This is an optimization exercise on Yosys and OpenROAD, whose aim is small area, a short achievable clock period and few clock cycles per item, not a production implementation.
Function was checked by simulation only, so behaviour that the tests miss may differ from the original.

`design/flow/constraint.sdc`:
```
create_clock -name core_clock -period 8.0 [get_ports {clk}]
set_input_delay 1.6000 -clock core_clock [delete_from_list [all_inputs] [get_ports {clk}]]
set_output_delay 1.6000 -clock core_clock [all_outputs]
set_load 0.01 [all_outputs]
```
`design/flow/config.mk`:
```
export PLATFORM = sky130hd
export DESIGN_NAME = PointMultiplier
export DESIGN_NICKNAME = PointMultiplier
export VERILOG_FILES = /design/flow/design.v
export SDC_FILE = /design/flow/constraint.sdc
export NUM_CORES = 4
export LEC_CHECK = 0
export CAP_MARGIN = 20
export CORE_MARGIN = 2
export CORE_UTILIZATION = 40
export SLEW_MARGIN = 20
```
`design/flow/run.sh`:
```
#!/bin/bash
# synth_recipe.tcl (not shown) runs the flow's synth.tcl, then flattens the netlist and writes it again
# the make line also repeats each setting of config.mk as NAME=value (left out here)
make -C /OpenROAD-flow-scripts/flow DESIGN_CONFIG=/design/flow/config.mk WORK_HOME=/design/flow/orfs CLKGATE_MAP_FILE= SYNTH_SCRIPT=/design/flow/synth_recipe.tcl finish
```
`design/flow/design.v`:
```
module Halver(a, b);
	input [6:0] a;
	output [6:0] b;
	assign b[0] = a[1] ^ a[0];
	assign b[1] = a[2];
	assign b[2] = a[3];
	assign b[3] = a[4];
	assign b[4] = a[5];
	assign b[5] = a[6];
	assign b[6] = a[0];
endmodule 
module Squarer(a, b);	
	input [6:0] a;
	output [6:0] b;
	assign b[0] = a[0];
	assign b[1] = a[4];
	assign b[2] = a[4] ^ a[1];
	assign b[3] = a[5];
	assign b[4] = a[5] ^ a[2];
	assign b[5] = a[6];
	assign b[6] = a[6] ^ a[3];
endmodule 
module Mastrovito7(a, b, c);
	input [6:0] a, b;
	output wire [6:0] c;
	wire s0, s1, s2, s3, s4, s5, s6, s7, s8, s9, s10, s11, s12;
	assign s0 = a[0] & b[0];
	assign s1 = (a[1] & b[0]) ^ (a[0] & b[1]);
	assign s2 = (a[2] & b[0]) ^ (a[1] & b[1]) ^ (a[0] & b[2]);
	assign s3 = (a[3] & b[0]) ^ (a[2] & b[1]) ^ (a[1] & b[2]) ^ (a[0] & b[3]);
	assign s4 = (a[4] & b[0]) ^ (a[3] & b[1]) ^ (a[2] & b[2]) ^ (a[1] & b[3]) ^ (a[0] & b[4]);
	assign s5 = (a[5] & b[0]) ^ (a[4] & b[1]) ^ (a[3] & b[2]) ^ (a[2] & b[3]) ^ (a[1] & b[4]) ^ (a[0] & b[5]);
	assign s6 = (a[6] & b[0]) ^ (a[5] & b[1]) ^ (a[4] & b[2]) ^ (a[3] & b[3]) ^ (a[2] & b[4]) ^ (a[1] & b[5]) ^ (a[0] & b[6]);
	assign s7 = (a[6] & b[1]) ^ (a[5] & b[2]) ^ (a[4] & b[3]) ^ (a[3] & b[4]) ^ (a[2] & b[5]) ^ (a[1] & b[6]);
	assign s8 = (a[6] & b[2]) ^ (a[5] & b[3]) ^ (a[4] & b[4]) ^ (a[3] & b[5]) ^ (a[2] & b[6]);
	assign s9 = (a[6] & b[3]) ^ (a[5] & b[4]) ^ (a[4] & b[5]) ^ (a[3] & b[6]);
	assign s10 = (a[6] & b[4]) ^ (a[5] & b[5]) ^ (a[4] & b[6]);
	assign s11 = (a[6] & b[5]) ^ (a[5] & b[6]);
	assign s12 = (a[6] & b[6]);
	assign c[0] = s7 ^ s0;
	assign c[1] = s8 ^ s7 ^ s1;
	assign c[2] = s9 ^ s8 ^ s2;
	assign c[3] = s10 ^ s9 ^ s3;
	assign c[4] = s11 ^ s10 ^ s4;
	assign c[5] = s12 ^ s11 ^ s5;
	assign c[6] = s12 ^ s6;
endmodule 
module Inverse(a, b, clk, load);
	input [6:0] a;
	output reg [6:0] b;
	input clk;
	input load;
	reg [7:0] s, t;
	reg [7:0] h1, h2, k1, k2;
	wire [6:0] adder1, adder2, adder3, adder4;
	wire [6:0] h1_half, h2_half, k1_half, k2_half;
	assign adder1 = (h1 ^ a);
	assign adder2 = (h2^ 7'b0000011);
	assign adder3 = (k1 ^ a);
	assign adder4 = (k2 ^ 7'b0000011);
	Halver halver1(adder1, h1_half);
	Halver halver2(adder2, h2_half);
	Halver halver3(adder3, k1_half);
	Halver halver4(adder4, k2_half);
	always@(posedge clk) begin
		if (load) begin
			s <= 8'b10000011;
			t <= a;
			h1 <= 8'b1;
			h2 <= 8'b0;
			k1 <= 8'b0;
			k2 <= 8'b1;
		end else if (s == 0) begin  
			b <= k2[6:0];
		end else begin
			if (s[0] == 0) begin 
				s <= s >> 1;
				if (h1[0] == 0 && h2[0] == 0) begin  
					h1 <= h1 >> 1;
					h2 <= h2 >> 1;
				end else begin  
					h1 <= h1_half;
					h2 <= h2_half ^ 7'b1000000;
				end
			end else if (t[0] == 0) begin  
				t <= t >> 1;
				if (k1[0] == 0 && k2[0] == 0) begin
					k1 <= k1 >> 1;
					k2 <= k2 >> 1;
				end else begin
					k1 <= k1_half;
					k2 <= k2_half ^ 7'b1000000;
				end
			end else if (s >= t) begin  
				s <= s ^ t;
				h1 <= h1 ^ k1;
				h2 <= h2 ^ k2;
			end else begin  
				t <= s ^ t;
				k1 <= h1 ^ k1;
				k2 <= h2 ^ k2;			
			end
			b <= b;
		end
	end
endmodule
module PointAdder(clk, point1, point2, load, sum);
	input [13:0] point1;
	input [13:0] point2;
	input load, clk;
	output [13:0] sum;
	wire [6:0] point1x;
	wire [6:0] point1y;
	wire [6:0] point2x;
	wire [6:0] point2y;
	wire [6:0] point3x;
	wire [6:0] point3y;
	wire [6:0] partial;
	wire [6:0] numerator;
	wire [6:0] denominator;
	wire [6:0] denominator_inv;
	wire [6:0] slope;
	wire [6:0] slopeSquared;
 	assign point1x = point1[6:0];
	assign point1y = point1[13:7];
	assign point2x = point2[6:0];
	assign point2y = point2[13:7];
	assign numerator = point1y ^ point2y;
	assign denominator = point1x ^ point2x;
	Inverse divider(denominator, denominator_inv, clk, load);
	Mastrovito7 mult2(numerator, denominator_inv, slope);
	Squarer square(slope, slopeSquared);
	assign point3x = (slopeSquared ^ slope) ^ (denominator ^ 7'b1);
	wire [6:0] out;
	assign partial = point1x ^ point3x;
	Mastrovito7 mult(slope, partial, out);
	assign point3y = ((out ^ point3x) ^ point1y);
	assign sum = (point1 == 0) ? point2 : ((point2 == 0) ? point1 : ((point1x == point2x) ? 14'b0 : {point3y, point3x}));
endmodule
module PointDouble(point, clk, load, sum);	
	input [13:0] point;
	input load, clk;
	output [13:0] sum;
	wire [6:0] pointx;
	wire [6:0] pointy;
	wire [6:0] point3x;
	wire [6:0] point3y;
	wire [6:0] partial;
	wire [6:0] partial2;
	wire [6:0] partial3;
	wire [6:0] slope;
	wire [6:0] slopeSquared;
 	assign pointx = point[6:0];
	assign pointy = point[13:7];
	Inverse divider(pointx, partial2, clk, load);
	Mastrovito7 mult2(partial2, pointy, partial3);
	assign slope = pointx ^ partial3;
	Squarer square2(slope, slopeSquared);
	assign point3x = (slopeSquared ^ slope ^ 7'b1);
	wire [6:0] out;
	assign partial = pointx ^ point3x;
	Mastrovito7 mult(slope, partial, out);
	assign point3y = ((out ^ point3x) ^ pointy);
	assign sum = (pointx == 0) ? 14'b0 : {point3y, point3x};
endmodule 
module PointMultiplier(point, scalar, clk, start, result, done);
	input [13:0] point;
	input [6:0] scalar;
	input clk, start;
	output reg [13:0] result;
	output reg done;
	reg [7:0] counter;
	reg [13:0] accumulator;
	reg [13:0] currentP;
	reg [6:0] currentS;
	reg cycle;
	wire [13:0] doubledPoint;
	wire [13:0] addedPoint;
	PointDouble doubler(currentP, clk, cycle, doubledPoint);
	PointAdder adder(clk, currentP, accumulator, cycle, addedPoint);
	always@(posedge clk) begin
		if (start) begin
			counter <= 7'b0;
			accumulator <= 14'b0;
			currentP <= point;
			currentS <= scalar;
			cycle <= 1'b1;
			result <= 14'b0;
			done <= 1'b0;
		end else begin
			if (counter[7:5] == 3'b111) begin  
				result <= accumulator;
				done <= 1'b1;
			end else if (counter[4:0] == 5'b11111) begin  
				if (currentS[0] == 1'b1)
					accumulator <= addedPoint;
				counter <= counter + 1'b1;
				cycle <= 1'b1;
				currentP <= doubledPoint;
				currentS <= currentS >> 1;
				result <= 14'b0;
				done <= 1'b0;
			end else begin
				counter <= counter + 1'b1;
				cycle <= 1'b0;
				result <= 14'b0;
				done <= 1'b0;
			end
		end
	end
endmodule 
```
==> impl_metrics.yaml <==
timing:
  maxSlewHeadroom: 0.255
  fin_crit_ps: 5040
  rsz0062_at_grt: "false"
  skew_ps: 14.1
  fmax_mhz: 198
  setup_viol: 0
  tightest_slew_ps: 1110
  fin_crit_sh: 0.630
  final_max_slew_viol_count: 0
  hold_violations: 0
  tns_ps: 0
global_route:
  grt_pass1_vias: 10200
  grt_overflow_total: 0
  grt_pass1_wl_um: 55300
  grt.total_usage: 0.204
  grt_max_degree: 85
  antenna_found_initial: 0
logic_synthesis:
  netlist_area_sq_um: 12900
  synthCells: 1597
  synth_top_flop_cell: "dfxtp_1"
  syn_nets: 1641
  async_flop_share: 0
  synth_area_per_cell_sq_um: 8.10
  synth-edff-count: 49
  yosysUniqueCellTypes: 67
  ys_ff_latch: 169
  synth.yosys.seq_area_share: 0.300
  yosys_warnings: 2
detailed_routing:
  drc: 0
  final_antenna_net_count: 0
  routed_wl_um: 34200
  wl_per_cell_um: 17.2
  num_vias: 11200
  drt_iter0_drc: 873
  viasPerCell: 5.62
  drt_first_pass_iters: 5
finish:
  drive_gt1_frac: 0.0689
  seqCellArea_sq_um: 3870
  antenna_cells: 0
  areaGrowthSynthToFinish_pct: 9.83
  multiInputGateArea_sq_um: 8490
  nets: 1614
  top_regs: "accumulator (14), currentP (14), result (14)"
  nFillCells: 3095
setup_path:
  worstSetupPathType: "flip-flop to flip-flop"
  critPathBufInv: 0
  worstSetupStartpointType: "flip-flop"
  crit_fanout: 15
  critPathArrivalTime_ps: 5380
  reg2reg_depth: 13
  slowest_delay_ps: 660
  crit_slowest_cell: "edfxtp_1"
  timing.rr.end: "accumulator[9]"
  path_delay_family: "XOR/XNOR gates"
  crit_required_ps: 8330
  endpoint_kind: "flip-flop"
  reg2reg_setup_slack_ps: 2960
  r2r-start: "currentP[9]"
  cp_cell_sequence: "xor2_1 > nand2_1 > xnor3_1 > xnor2_1 > xor2_2 > xnor3_1 > nand2_1 > xor2_1 > xnor2_1 > xnor3_1 > and4_1 > a2111oi_2 > nand2_1"
placed_design:
  hpwlAfterDp_um: 23100
  gp_congestion: 0.879
  port_buffers: 37
clocking:
  post_cts_resized: 0
  insertion_delay_ps: 450
  ctsRootBufferMaster: "clkbuf_16"
  cts_sinks: 169
  cts_setup_buffers: 0
  cts_max_level: 4
  clockBufferDepth: 2
  cts_tree: "yes"
  cts_inserted_buffers: 17
  clk_pin_slew_ps: 80
  ctsHoldBuffers: 0
die:
  core.rowCount: 65
  io_pins: 38
  start_util: 0.408
  dieArea_sq_um: 33800
  die_h_um: 184
  core_sq_um: 31700
  die_width_um: 184
worst_hold_path:
  hold_end: "doubler.divider.h1[7]"
  hold_start: "doubler.divider.h1[7]"
  hold_class: "flip-flop to flip-flop"
  holdPathStages: 2
status:
  status: "timing/DRC/antenna clean"
run:
  cap_violations: 0
synth_stat cells (all sizes together), types with 30 or more instances:
cell type,instances,area [sq um]
a21oi,81,405
a22oi,34,260
clkbuf,101,379
dfxtp,120,2400
edfxtp,49,1470
inv,40,150
mux2i,30,300
nand2,228,861
nor2,176,661
nor3,31,155
o21ai,128,641
xnor2,165,1490
xnor3,30,678
xor2,72,694
through the flow:
step                      cell area, sq um   util  std cells  worst slack (ps)  hold slack, ps
after floorplan                      12900      -       1597              3990             445
after global placement               13600  0.429       1953              3030             456
after detailed placement             13600  0.429       1953              2950             465
after CTS                            14200  0.447       1985              2920             474
after global routing                 14200  0.448       1985              2590             504
final                                14200  0.448       1985              2960             473
worst min-delay path, cell delays in order (launching register included):
cell	delay (ps)
dfxtp_1	320
nand2_1	60
a21oi_1	50
layout by cell type, fill, tap and decap left out, types with 21 or more instances in the layout:
| cell type | netlist | routed |
|---|---|---|
| buf_4 | 0 | 31 |
| edfxtp_1 | 49 | 49 |
| nand2_1 | 226 | 226 |
| a211oi_1 | 22 | 22 |
| nor2_1 | 176 | 176 |
| dfxtp_1 | 120 | 119 |
| nor3_1 | 31 | 31 |
| mux2i_1 | 30 | 30 |
| nand3_1 | 28 | 28 |
| a21oi_1 | 81 | 80 |
| xnor3_1 | 28 | 28 |
| clkdlybuf4s50_1 | 0 | 36 |
| inv_1 | 40 | 40 |
| ha_1 | 21 | 21 |
| xor2_1 | 65 | 64 |
| xnor2_1 | 159 | 159 |
| a22oi_1 | 33 | 33 |
| o21ai_0 | 126 | 126 |
cell families (layout without fill, tap and decap cells):
family / after synthesis / count (layout) / share of synthesized area
flops: 169 / 169 / 0.300
compound gates: 385 / 385 / 0.188
mux: 42 / 42 / 0.0337
buf+inv: 157 / 143 / 0.0459
simple gates: 554 / 554 / 0.187
xor+xnor: 269 / 269 / 0.225
fa+ha+maj: 21 / 21 / 0.0203
layer usage:
layer | part of all wire | up-vias | global-route usage
met4 | 0.012 | 0 | 0.0477
met2 | 0.45 | 297 | 0.318
met1 | 0.49 | 5321 | 0.293
met3 | 0.055 | 26 | 0.0349
met5 | 0 | - | 0
li1 | - | 5517 | -
area by class of cell:
| type | count | share of cell area |
|---|---|---|
| clock inverters | 15 | 0.0107 |
| inverters | 43 | 0.0114 |
| clock buffers | 17 | 0.0300 |
| well taps | 402 | 0.0354 |
| flip-flops and latches | 169 | 0.273 |
| repair buffers | 68 | 0.0421 |
| multi-input cells | 1271 | 0.598 |
worst max-delay path by stage:
stage | start | endpoint | cells after the start
finish | currentP[9] | accumulator[9] | 13
global route | currentP[9] | accumulator[9] | 13
CTS | currentP[9] | accumulator[9] | 13
detailed placement | currentP[9] | accumulator[9] | 13
global placement | currentP[9] | accumulator[9] | 13
floorplan | currentP[12] | accumulator[9] | 13
Testbench counts, summed over its fixed seeds: cycles 86,784, items 384.

[port drivers added, routing unchanged]
In the flow no input, the clock included, has a driving cell. The finished layout below was timed again as built, in two steps.
Step 1 assumes that a clkbuf_16 drives the clock port and a buf_2 every other input.
Step 2, shift: input delay + t, output delay - t, t = (earliest + latest rising clock arrival at the registers) / 2. This alone moves slack from input paths to output paths.
a / b / c = ideal / step 1 / step 2; a / b = the first two.
t, ns: 0.492
slack for setup (ns): 2.957 / 2.957 / 2.957
hold slack, ns: 0.473 / 0.473 / 0.473
worst register clock-pin slew, ns: 0.08 / 0.08
pins driven straight from the clock port: 1
After both steps this run still meets setup and hold. The setup slack of this run moves by 0.000 ns with the drivers and by 0.000 ns with both steps.
